This is an optimization exercise on Yosys and OpenROAD, whose aim is small area, not a production implementation. Where RTL was checked, it was by simulation tests only, not by an equivalence proof against the original. No activity file was given, so power comes from the tool's default toggle rates.

==> wip/quartz <==
==> flow/design.v (excerpt) <==
module top_logic(
    input clk,
    input rst,
    input frz,
    input [4:0] level,
    input Dout,
    output vsync,
    output hsync,
    output [3:0] VGA_R,
    output [3:0] VGA_G,
    output [3:0] VGA_B,
    input BTNU,
    input BTND,
    input BTNL,
    input BTNR,
    output [7:0] seven_seg,
    output [7:0] sel,
    input pattern_select,
    input I_spi_miso,
    output O_spi_sck,
    output O_spi_cs,
    output O_spi_mosi
);
clock: 20.0 ns
lec_check: 0
cap_margin: 20
core_margin: 2
core_utilization: 40
cts_cluster_diameter: 100
cts_cluster_size: 20
slew_margin: 20
standard.sh (not shown) runs the stock make flow with config.mk's settings and CLKGATE_MAP_FILE= SYNTH_SCRIPT=/design/flow/synth_recipe.tcl, a recipe that flattens the netlist after the stock synthesis.
==> flow/flow/run.sh <==
#!/bin/bash
# Own layout flow: the standard flow (standard.sh) with one netlist step
# between synthesis and floorplan. polfix.py chooses the polarity of every full
# adder cell (a full adder is self-dual) so that fewer inverters are needed
# around the adder trees; registers and all other cells are left as they are.
# Each step writes its full output to its own log file in this folder.
set -euo pipefail
R=orfs/results/${FLOW_PLATFORM}/top_logic/base
bash standard.sh synth > log_1_synth.txt 2>&1
cp "$R/1_2_yosys.v" "$R/1_2_yosys_std.v"
python3 flow/polfix.py "$R/1_2_yosys_std.v" "$R/1_2_yosys.v" > log_2_polfix.txt 2>&1
rm -f "$R/1_synth.odb" "$R/1_synth.sdc"
bash standard.sh finish > log_3_finish.txt 2>&1
Other scripts of this flow, unchanged in this note and not shown: flow/flow/polfix.py
==> wip/garnet: changes against wip/quartz <==
--- a/flow/design.v
+++ b/flow/design.v
@@ -919,21 +919,31 @@
             final_pixel <= {4'h0, {8{txt}}};
     end
     assign VGA_R = final_pixel[11:8];
     assign VGA_G = final_pixel[7:4];
     assign VGA_B = final_pixel[3:0];
-    reg [18:0] scnt;
-    wire [18:0] scnt_inc;
+    reg [10:0] slo;
+    reg [7:0]  shi;
+    wire slo_fb = slo[10] ^ slo[8] ^ (slo[9:0] == 10'd0);
+    wire slo_last = (slo == 11'd1024);
+    wire swrap = (shi == 8'd244) && (slo == 11'd792);
+    wire [7:0] shi_inc;
     wire u30;
-    rinc #(19) u_scnt(.a(scnt), .ci(1'b1), .s(scnt_inc), .co(u30));
+    rinc #(8) u_shi(.a(shi), .ci(slo_last), .s(shi_inc), .co(u30));
     always @(posedge clk) begin
-        if (rst) scnt <= 0;
-        else scnt <= (scnt == 19'd500000) ? 19'd1 : scnt_inc;
+        if (rst || swrap) begin
+            slo <= {10'd0, swrap};
+            shi <= 0;
+        end else begin
+            slo <= {slo[9:0], slo_fb};
+            shi <= shi_inc;
+        end
     end
+    wire [2:0] sdig = shi[2:0];      
     reg [3:0] digit;
     always @(*) begin
-        case (scnt[13:11])
+        case (sdig)
             3'd0: digit = score[3:0];
             3'd1: digit = score[7:4];
             3'd2: digit = score[11:8];
             3'd3: digit = score[15:12];
             default: digit = 4'hF;
@@ -954,11 +964,11 @@
             4'h9: seg = 8'h90;
             default: seg = 8'hff;
         endcase
     end
     assign seven_seg = seg;
-    assign sel = ~(8'd1 << scnt[13:11]);
+    assign sel = ~(8'd1 << sdig);
     function disc12(input sx, input hx, input [3:0] lx, input sy, input hy, input [3:0] ly);
         reg [3:0] mx, my, w;
         reg rx, ry;
         begin
             mx = lx ^ {4{sx}};             
Settings changed: CTS_CLUSTER_DIAMETER 100 to 110, CTS_CLUSTER_SIZE 20 to 25.
==> wip/pepper: changes against wip/quartz <==
Settings changed: CTS_CLUSTER_DIAMETER 100 to 110, CTS_CLUSTER_SIZE 20 to 25.
==> notes <==
First-iteration DRC count: wip/garnet is smaller than wip/pepper (10%). In sequential cell count, wip/quartz and wip/garnet do not differ. Sequential power is about the same in wip/pepper and wip/garnet. Between wip/garnet and wip/pepper, the lower synthesized area is in wip/garnet (gap 0.48%, measured against wip/pepper). In wip/quartz the core utilization is lower than in wip/garnet, by 0.27 points. Register-to-register slack, lowest first: wip/quartz, wip/pepper, wip/garnet. Critical path depth: wip/garnet is higher than wip/pepper (2). Fmax: wip/garnet > wip/quartz > wip/pepper. The highest via count belongs to wip/garnet, the lowest to wip/pepper. Setup slack: wip/pepper < wip/quartz < wip/garnet. Combinational power: wip/garnet is smaller than wip/quartz (about 5%).
==> figures <==
item                                                                   wip/pepper               wip/garnet               wip/quartz
Leakage power of the design                                               10.9 nW                  10.9 nW                  11.0 nW
Setup slack of the worst register-to-register path                        4.07 ns                  4.25 ns                  4.01 ns
Synthesized net count                                                        2923                     2912                     2923
# rows                                                                         88                       87                       88
Max-Slew Margin vs Limit                                                    34.3%                    31.7%                    34.7%
Worst endpoint required time                                             20.38 ns                 20.37 ns                 20.39 ns
Routed wire length                                                       51900 um                 53000 um                 51800 um
Met2 track demand over resource                                             30.6%                    30.8%                    30.6%
Worst setup path endpoint                                         R[3]$_SDFF_PP1_          R[1]$_SDFF_PP1_          R[3]$_SDFF_PP1_
Via count of the first global-routing pass                                  16800                    17100                    16900
Status                                                    complete, no violations  complete, no violations  complete, no violations
Worst Hold Endpoint                                            sck_r$_SDFFE_PP0N_        slo[6]$_SDFF_PP0_       sck_r$_SDFFE_PP0N_
Sequential cell fraction of total power                                     28.5%                    29.5%                    28.1%
Effective utilization at floorplan                                          40.3%                    40.7%                    40.3%
Initial DRC count                                                             797                      715                      837
Pin slew with the least headroom to its limit                            0.982 ns                  1.01 ns                 0.977 ns
Share of the final layout cell area in multi-input gates                    67.6%                    67.7%                    67.3%
GRT Total Usage                                                             18.0%                    18.5%                    18.1%
Area of the die                                                         59800 um2                59500 um2                59800 um2
Final HPWL from detailed placement                                       41500 um                 41700 um                 41500 um
Arr. time, crit path                                                     19.30 ns                 19.15 ns                 19.30 ns
Number of stages on the worst hold path                                         2                        1                        2
Detail Route met3 WL                                                      1960 um                  2220 um                  1950 um

========
==> job 5874 <==
top_logic, a different RTL version from the one above (not shown whole).
==> flow/config.mk <==
export PLATFORM = sky130hd
export DESIGN_NAME = top_logic
export DESIGN_NICKNAME = top_logic
export VERILOG_FILES = /design/flow/design.v
export SDC_FILE = /design/flow/constraint.sdc
export NUM_CORES = 4
export LEC_CHECK = 0
export CAP_MARGIN = 20
export CORE_MARGIN = 2
export CORE_UTILIZATION = 40
export SLEW_MARGIN = 20
==> flow/constraint.sdc <==
create_clock -name core_clock -period 20.0 [get_ports {clk}]
set_input_delay 4.0000 -clock core_clock [delete_from_list [all_inputs] [get_ports {clk}]]
set_output_delay 4.0000 -clock core_clock [all_outputs]
set_load 0.01 [all_outputs]
run.sh (not shown) runs the stock make flow with config.mk's settings and CLKGATE_MAP_FILE= SYNTH_SCRIPT=/design/flow/synth_recipe.tcl, a recipe that flattens the netlist after the stock synthesis.
Stock flow here: none of the scripts above is used.
==> inputs of job 518, as changes to job 5874 <==
--- a/flow/design.v
+++ b/flow/design.v
@@ -525,10 +525,17 @@
     generate for (i = 0; i < W; i = i + 1) begin : g
         assign c[i+1] = (a[i] & ~b[i]) | (a[i] & c[i]) | (~b[i] & c[i]);
     end endgenerate
     assign lt = ~c[W];
 endmodule
+module absdiff_n #(parameter W = 8) (input [W-1:0] a, input [W-1:0] nb, output [W-1:0] d);
+    wire [W-1:0] s;
+    wire ge;                          
+    rca #(W) u_sub(.a(a), .b(nb), .ci(1'b1), .s(s), .co(ge));
+    wire co_unused;
+    rinc #(W) u_neg(.a(s ^ {W{~ge}}), .ci(~ge), .s(d), .co(co_unused));
+endmodule
 module absdiff #(parameter W = 8) (input [W-1:0] a, input [W-1:0] b, output [W-1:0] d);
     wire [W-1:0] s;
     wire nb;                          
     rca #(W) u_sub(.a(a), .b(~b), .ci(1'b1), .s(s), .co(nb));
     wire co_unused;
@@ -566,21 +573,21 @@
     wire hs = !(hcount >= 11'd856 && hcount <= 11'd975);
     wire [10:0] hcount_inc;
     wire [9:0]  vcount_inc, counter_inc;
     wire hco, vco, cco;
     rinc #(11) u_hinc(.a(hcount), .ci(1'b1), .s(hcount_inc), .co(hco));
-    rinc #(10) u_vinc(.a(vcount), .ci(1'b1), .s(vcount_inc), .co(vco));
+    rinc #(10) u_vinc(.a(vcount), .ci(hreset), .s(vcount_inc), .co(vco));
     rinc #(10) u_cinc(.a(counter), .ci(!vs), .s(counter_inc), .co(cco));
     always @(posedge clk) begin
         if (rst) begin
             hcount  <= 0;
             vcount  <= 0;
             counter <= 0;
             frame   <= 0;
         end else begin
             hcount <= hreset ? 11'd0 : hcount_inc;
-            if (hreset) vcount <= (vcount == 10'd665) ? 10'd0 : vcount_inc;
+            vcount <= (hreset && vcount == 10'd665) ? 10'd0 : vcount_inc;
             if (counter == 10'd30 && frz) begin
                 counter <= 0;
                 frame   <= 1;
             end else begin
                 counter <= counter_inc;
@@ -589,78 +596,78 @@
         end
     end
     assign vsync = ~vs;
     assign hsync = ~hs;
     wire paused = ~frz;
-    reg [9:0]  b1xh;
-    reg [8:0]  b1yh;
+    reg [9:0]  nb1xh;
+    reg [8:0]  nb1yh;
     reg        b1sx, b1sy;
     reg [15:0] score;
     reg        over;
-    wire [10:0] b1x = {b1xh, 1'b0};
-    wire [9:0]  b1y = {b1yh, 1'b0};
-    wire [9:0]  b1xh_n;
-    wire [8:0]  b1yh_n;
+    wire [9:0]  nb1xh_n;       
+    wire [8:0]  nb1yh_n;
     wire [15:0] score_inc;
     wire [3:0]  d1_inc, d2_inc, d3_inc;
     wire u0, u1, u2, u3, u4, u5;
-    rca  #(10) u_b1x(.a(b1xh), .b({{9{~b1sx}}, 1'b1}), .ci(1'b0), .s(b1xh_n), .co(u0));
-    rca  #(9)  u_b1y(.a(b1yh), .b({{8{~b1sy}}, 1'b1}), .ci(1'b0), .s(b1yh_n), .co(u1));
+    wire b1mv = frame && !over;
+    rca  #(10) u_b1x(.a(nb1xh), .b({{9{b1mv & b1sx}}, b1mv}), .ci(1'b0), .s(nb1xh_n), .co(u0));
+    rca  #(9)  u_b1y(.a(nb1yh), .b({{8{b1mv & b1sy}}, b1mv}), .ci(1'b0), .s(nb1yh_n), .co(u1));
     assign score_inc[15:4] = score[15:4];
     rinc #(4)  u_sc(.a(score[3:0]), .ci(1'b1), .s(score_inc[3:0]), .co(u2));
     rinc #(4)  u_d1(.a(score[7:4]), .ci(1'b1), .s(d1_inc), .co(u3));
     rinc #(4)  u_d2(.a(score[11:8]), .ci(1'b1), .s(d2_inc), .co(u4));
     rinc #(4)  u_d3(.a(score[15:12]), .ci(1'b1), .s(d3_inc), .co(u5));
-    wire b1mv = frame && !over;
-    wire [9:0] b1xh_nx = b1mv ? b1xh_n : b1xh;     
-    wire [8:0] b1yh_nx = b1mv ? b1yh_n : b1yh;
     always @(posedge clk) begin
         if (rst) begin
-            b1xh <= 10'd250;
-            b1yh <= 9'd250;
+            nb1xh <= ~10'd250;
+            nb1yh <= ~9'd250;
+        end else begin
+            nb1xh <= nb1xh_n;
+            nb1yh <= nb1yh_n;
+        end
+    end
+    always @(posedge clk) begin
+        if (rst) begin
             b1sx <= 0;
             b1sy <= 0;
             score <= 0;
         end else if (b1mv) begin
-            if (b1xh == 10'd1) begin b1sx <= 1; score <= score_inc; end
-            else if (b1xh == 10'd381) begin b1sx <= 0; score <= score_inc; end
-            if (b1yh == 9'd18) begin b1sy <= 1; score <= score_inc; end
-            else if (b1yh == 9'd281) begin b1sy <= 0; score <= score_inc; end
-            b1xh <= b1xh_n;
-            b1yh <= b1yh_n;
+            if (nb1xh == ~10'd1) begin b1sx <= 1; score <= score_inc; end
+            else if (nb1xh == ~10'd381) begin b1sx <= 0; score <= score_inc; end
+            if (nb1yh == ~9'd18) begin b1sy <= 1; score <= score_inc; end
+            else if (nb1yh == ~9'd281) begin b1sy <= 0; score <= score_inc; end
             if (score[3:0] == 10) begin score[3:0] <= 0; score[7:4] <= d1_inc; end
             if (score[7:4] == 10) begin score[7:4] <= 0; score[11:8] <= d2_inc; end
             if (score[11:8] == 10) begin score[11:8] <= 0; score[15:12] <= d3_inc; end
             if (score[15:12] == 10) begin score[11:8] <= 0; end
         end
     end
-    reg [9:0]  b2xh;
-    reg [9:0]  b2y;
+    reg [9:0]  nb2xh;
+    reg [9:0]  nb2y;
     reg        b2sx, b2sy;
-    wire [10:0] b2x = {b2xh, 1'b0};
-    wire [9:0]  b2xh_n, b2y_n;
+    wire [9:0]  nb2xh_n, nb2y_n;
     wire u6, u7;
-    rca #(10) u_b2x(.a(b2xh), .b({{9{~b2sx}}, 1'b1}), .ci(1'b0), .s(b2xh_n), .co(u6));
-    rca #(10) u_b2y(.a(b2y), .b({{8{~b2sy}}, 2'b11 ^ {~b2sy, 1'b0}}), .ci(1'b0), .s(b2y_n), .co(u7));
+    rca #(10) u_b2x(.a(nb2xh), .b({{9{frame & b2sx}}, frame}), .ci(1'b0), .s(nb2xh_n), .co(u6));
+    rca #(10) u_b2y(.a(nb2y), .b({{8{frame & b2sy}}, frame & ~b2sy, frame}), .ci(1'b0), .s(nb2y_n), .co(u7));
     always @(posedge clk) begin
         if (rst) begin
             b2sx <= 0;
             b2sy <= 0;
         end else begin
-            if (b2xh <= 10'd1) b2sx <= 1;
-            else if (b2xh >= 10'd381) b2sx <= 0;
-            if (b2y <= 10'd36) b2sy <= 1;
-            else if (b2y >= 10'd562) b2sy <= 0;
+            if (nb2xh >= ~10'd1) b2sx <= 1;
+            else if (nb2xh <= ~10'd381) b2sx <= 0;
+            if (nb2y >= ~10'd36) b2sy <= 1;
+            else if (nb2y <= ~10'd562) b2sy <= 0;
         end
     end
     always @(posedge clk) begin
         if (rst) begin
-            b2xh <= 10'd100;
-            b2y <= 10'd500;
-        end else if (frame) begin
-            b2xh <= b2xh_n;
-            b2y <= b2y_n;
+            nb2xh <= ~10'd100;
+            nb2y <= ~10'd500;
+        end else begin
+            nb2xh <= nb2xh_n;
+            nb2y <= nb2y_n;
         end
     end
     reg [7:0] spi_i;           
     reg [5:0] state;           
     reg       cs_r, sck_r, mosi_r;
@@ -755,43 +762,42 @@
     reg [8:0]  R;              
     reg [18:0] cnt;            
     reg        c19, c20;       
     reg [11:0] colorD;         
     reg [1:0]  cop;            
-    reg frame_d;
-    reg [18:0] D1, D2;
+    reg [17:0] D1, D2;
     reg far1, far2;
-    wire [10:0] ub_x = frame ? {b1xh_nx, 1'b0} : b2x;
-    wire [9:0]  ub_y = frame ? {b1yh_nx, 1'b0} : b2y;
+    wire [10:0] nub_x = frame ? {nb1xh_n, 1'b1} : {nb2xh, 1'b1};
+    wire [9:0]  nub_y = frame ? {nb1yh_n, 1'b1} : nb2y;
     wire [10:0] uax;
     wire [9:0]  uay;
-    absdiff #(11) u_uax(.a(px_n), .b(ub_x), .d(uax));
-    absdiff #(10) u_uay(.a(py_n), .b(ub_y), .d(uay));
+    absdiff_n #(11) u_uax(.a(px_n), .nb(nub_x), .d(uax));
+    absdiff_n #(10) u_uay(.a(py_n), .nb(nub_y), .d(uay));
     wire [18:0] uD;
     sumsq u_sq(.a(uax[8:0]), .b(uay[8:0]), .s(uD));
-    wire ufar = (uax[10:9] != 2'b0) || uay[9];
+    wire ufar = (uax[10:9] != 2'b0) || uay[9] || uD[18];
     always @(posedge clk) begin
         if (rst) begin
-            frame_d <= 0;
-            D1 <= 19'd90000;       
-            D2 <= 19'd180000;      
+            D1 <= 18'd90000;       
             far1 <= 0;
-            far2 <= 0;
-        end else begin
-            frame_d <= frame;
-            if (frame) begin D1 <= uD; far1 <= ufar; end
-            if (frame_d) begin D2 <= uD; far2 <= ufar; end
+        end else if (frame) begin
+            D1 <= uD[17:0];
+            far1 <= ufar;
         end
     end
-    wire [18:0] D2x = frame_d ? uD : D2;
-    wire far2x = frame_d ? ufar : far2;
+    always @(posedge clk) begin
+        D2 <= uD[17:0];
+        far2 <= ufar;
+    end
+    wire [17:0] D2x = frame ? D2 : uD[17:0];
+    wire far2x = frame ? far2 : ufar;
     wire [17:0] R2, S2;
     sq9    u_r2(.r(R), .r2(R2));
     sq_thr u_s2(.r(R), .r2(R2), .s2(S2));
     wire lt1, lt2;
-    rlt #(19) u_lt1(.a(D1), .b({1'b0, S2}), .lt(lt1));
-    rlt #(19) u_lt2(.a(D2x), .b({1'b0, S2}), .lt(lt2));
+    rlt #(18) u_lt1(.a(D1), .b(S2), .lt(lt1));
+    rlt #(18) u_lt2(.a(D2x), .b(S2), .lt(lt2));
     wire hit1 = !far1 && lt1;
     wire hit2 = !far2x && lt2;
     wire [11:0] xpR;
     wire [10:0] ypR, ymR;
     wire [9:0]  Rp2;
@@ -807,11 +813,11 @@
     wire shrink = c20 && !Dout && (R[8:3] != 6'd0);
     wire [8:0]  R_n;
     wire [18:0] cnt_inc;
     wire [11:0] color_n;
     wire cnt_co, u16;
-    rca  #(9)  u_rn(.a(R), .b(c19 ? 9'd1 : 9'h1FE), .ci(1'b0), .s(R_n), .co(u12));
+    rca  #(9)  u_rn(.a(R), .b({{7{shrink & !c19}}, shrink & !c19, c19}), .ci(1'b0), .s(R_n), .co(u12));
     rinc #(19) u_cnt(.a(cnt), .ci(!paused), .s(cnt_inc), .co(cnt_co));
     rca  #(12) u_col(.a(colorD), .b(12'h333), .ci(1'b0), .s(color_n), .co(u16));
     wire [11:0] color = cop[1] ? 12'h6C3 : cop[0] ? color_n : colorD;
     always @(posedge clk) begin
         if (rst) begin
@@ -826,12 +832,11 @@
             if (shrink) c20 <= 0;
             if (c19) begin
                 c19 <= 0;
                 c20 <= ~c20;
             end
-            if (collide) R <= 9'd400;
-            else if (c19 || shrink) R <= R_n;
+            R <= collide ? 9'd400 : R_n;
             over <= collide;
         end
     end
     always @(posedge clk) begin
         colorD <= color;
@@ -842,14 +847,14 @@
     rca #(11) u_h12(.a(hcount), .b(11'd12), .ci(1'b0), .s(h12[10:0]), .co(h12[11]));
     rca #(10) u_v12(.a(vcount), .b(10'd12), .ci(1'b0), .s(v12[9:0]), .co(v12[10]));
     wire [11:0] ex1, ex2;
     wire [10:0] ey1, ey2;
     wire u20, u21, u22, u23;
-    rca #(12) u_ex1(.a(h12), .b(~{1'b0, b1x}), .ci(1'b1), .s(ex1), .co(u20));
-    rca #(11) u_ey1(.a(v12), .b(~{1'b0, b1y}), .ci(1'b1), .s(ey1), .co(u21));
-    rca #(12) u_ex2(.a(h12), .b(~{1'b0, b2x}), .ci(1'b1), .s(ex2), .co(u22));
-    rca #(11) u_ey2(.a(v12), .b(~{1'b0, b2y}), .ci(1'b1), .s(ey2), .co(u23));
+    rca #(12) u_ex1(.a(h12), .b({1'b1, nb1xh, 1'b1}), .ci(1'b1), .s(ex1), .co(u20));
+    rca #(11) u_ey1(.a(v12), .b({1'b1, nb1yh, 1'b1}), .ci(1'b1), .s(ey1), .co(u21));
+    rca #(12) u_ex2(.a(h12), .b({1'b1, nb2xh, 1'b1}), .ci(1'b1), .s(ex2), .co(u22));
+    rca #(11) u_ey2(.a(v12), .b({1'b1, nb2y}), .ci(1'b1), .s(ey2), .co(u23));
     wire in_b1 = (ex1[11:5] == 7'd0) && (ey1[10:5] == 6'd0) && disc12(ex1[4:0], ey1[4:0]);
     wire in_b2 = (ex2[11:5] == 7'd0) && (ey2[10:5] == 6'd0) && disc12(ex2[4:0], ey2[4:0]);
     wire in_bd = (hcount == 11'd0) || (vcount == 10'd30) || (hcount == 11'd768) || (vcount == 10'd568);
     wire [10:0] ahxp;
     wire [9:0]  avyp;
--- a/flow/config.mk
+++ b/flow/config.mk
@@ -6,6 +6,8 @@
 export NUM_CORES = 4
 export LEC_CHECK = 0
 export CAP_MARGIN = 20
 export CORE_MARGIN = 2
 export CORE_UTILIZATION = 40
+export CTS_CLUSTER_DIAMETER = 120
+export CTS_CLUSTER_SIZE = 30
 export SLEW_MARGIN = 20
==> inputs of job 5819, as changes to job 5874 <==
--- a/flow/design.v
+++ b/flow/design.v
@@ -755,11 +755,10 @@
     reg [8:0]  R;              
     reg [18:0] cnt;            
     reg        c19, c20;       
     reg [11:0] colorD;         
     reg [1:0]  cop;            
-    reg frame_d;
     reg [18:0] D1, D2;
     reg far1, far2;
     wire [10:0] ub_x = frame ? {b1xh_nx, 1'b0} : b2x;
     wire [9:0]  ub_y = frame ? {b1yh_nx, 1'b0} : b2y;
     wire [10:0] uax;
@@ -769,23 +768,23 @@
     wire [18:0] uD;
     sumsq u_sq(.a(uax[8:0]), .b(uay[8:0]), .s(uD));
     wire ufar = (uax[10:9] != 2'b0) || uay[9];
     always @(posedge clk) begin
         if (rst) begin
-            frame_d <= 0;
             D1 <= 19'd90000;       
-            D2 <= 19'd180000;      
             far1 <= 0;
-            far2 <= 0;
-        end else begin
-            frame_d <= frame;
-            if (frame) begin D1 <= uD; far1 <= ufar; end
-            if (frame_d) begin D2 <= uD; far2 <= ufar; end
+        end else if (frame) begin
+            D1 <= uD;
+            far1 <= ufar;
         end
     end
-    wire [18:0] D2x = frame_d ? uD : D2;
-    wire far2x = frame_d ? ufar : far2;
+    always @(posedge clk) begin
+        D2 <= uD;
+        far2 <= ufar;
+    end
+    wire [18:0] D2x = frame ? D2 : uD;
+    wire far2x = frame ? far2 : ufar;
     wire [17:0] R2, S2;
     sq9    u_r2(.r(R), .r2(R2));
     sq_thr u_s2(.r(R), .r2(R2), .s2(S2));
     wire lt1, lt2;
     rlt #(19) u_lt1(.a(D1), .b({1'b0, S2}), .lt(lt1));
--- a/flow/config.mk
+++ b/flow/config.mk
@@ -6,6 +6,8 @@
 export NUM_CORES = 4
 export LEC_CHECK = 0
 export CAP_MARGIN = 20
 export CORE_MARGIN = 2
 export CORE_UTILIZATION = 40
+export CTS_BUF_LIST = sky130_fd_sc_hd__clkbuf_4
+export CTS_CLUSTER_SIZE = 30
 export SLEW_MARGIN = 20
==> summary.txt <==
- Between job 5819 and job 5874, the lower maximum frequency is in job 5874 (gap 2.4%, measured against job 5874).
- Sequential cell count, lowest first: job 518, job 5819, job 5874.
- Of job 5874 and job 5819, job 5874 has the higher cell area (gap 0.85%, measured against job 5819).
- The lowest global-route usage belongs to job 518, the highest to job 5819.
- Die area, highest first: job 5874, job 5819, job 518.
- In job 518 the non-clock buffer count is lower than in job 5874, by 6.
- Of job 5874 and job 5819, job 5874 has the higher core utilization (gap 0.21 points).
==> figures <==
metric                                                                 job 518          job 5874          job 5819
Result of the run                                               finished clean    finished clean    finished clean
Clock-net power                                                         303 uW            608 uW            517 uW
Synth Area in Simple Gates                                               16.6%             16.4%             16.2%
Gpl congestion                                                           0.853             0.896             0.883
Static leakage                                                         11.3 nW           11.9 nW           12.1 nW
Post-synthesis share of cell area spent on xor and xnor gates            3.58%             3.77%             3.76%
Number of cells on the critical path                                        46                48                46
Start of the worst register-to-register path                   over$_SDFF_PP0_  frame$_SDFF_PP0_  frame$_SDFF_PP0_
Area fraction of the dominant cell type after synthesis                  26.8%             25.8%             26.0%
Clock power frac                                                         15.8%             26.9%             22.9%
Number of flip-flops and latches in the synthesized netlist                256               259               258
Antenna cell count                                                           0                 0                 2
Seq power                                                               558 uW            560 uW            560 uW
Met2 global-route usage                                                  30.1%             32.3%             30.2%
Synth Area in Adders                                                     40.8%             39.5%             39.4%
Function not checked in job 5819: the RTL went through the layout flow alone.

afterwards: timing with drivers on the ports:
No port has a modelled driver above. Below, the same layouts with a new extraction and two added sets of constraints.
Step 1 sets driving cells, clkbuf_16 on the clock port and buf_2 on the other inputs (assumed; they add their load-dependent delay and slew).
Step 2 adds t to the input delays and takes it off the output delays; t is the mean of the earliest and latest rising clock arrival at the registers after step 1. Input paths then give back, and output paths get back, about the clock's delay inside the block.
Three values: no drivers, after step 1, after step 2; two values: the first two.
run	t (ns)	slack for setup (ns)	hold slack, ns	clock arrival spread, ns
wip/quartz	0.585	1.090 / 1.111 / 0.525	0.477 / 0.477 / 0.477	0.037 / 0.037
wip/garnet	0.574	1.223 / 1.254 / 0.680	0.470 / 0.470 / 0.470	0.031 / 0.031
wip/pepper	0.571	1.089 / 1.109 / 0.538	0.480 / 0.480 / 0.480	0.029 / 0.029
job 5874	0.613	1.104 / 1.132 / 0.519	0.459 / 0.459 / 0.459	0.039 / 0.039
job 518	0.563	1.343 / 1.382 / 0.819	0.481 / 0.481 / 0.481	0.032 / 0.032
job 5819	0.841	1.543 / 1.572 / 0.731	0.445 / 0.445 / 0.445	0.074 / 0.074
After both steps every run listed still meets setup and hold. For job 5819, which loses most, drivers alone change the setup slack by +0.029 ns; drivers and shift together by -0.812 ns.
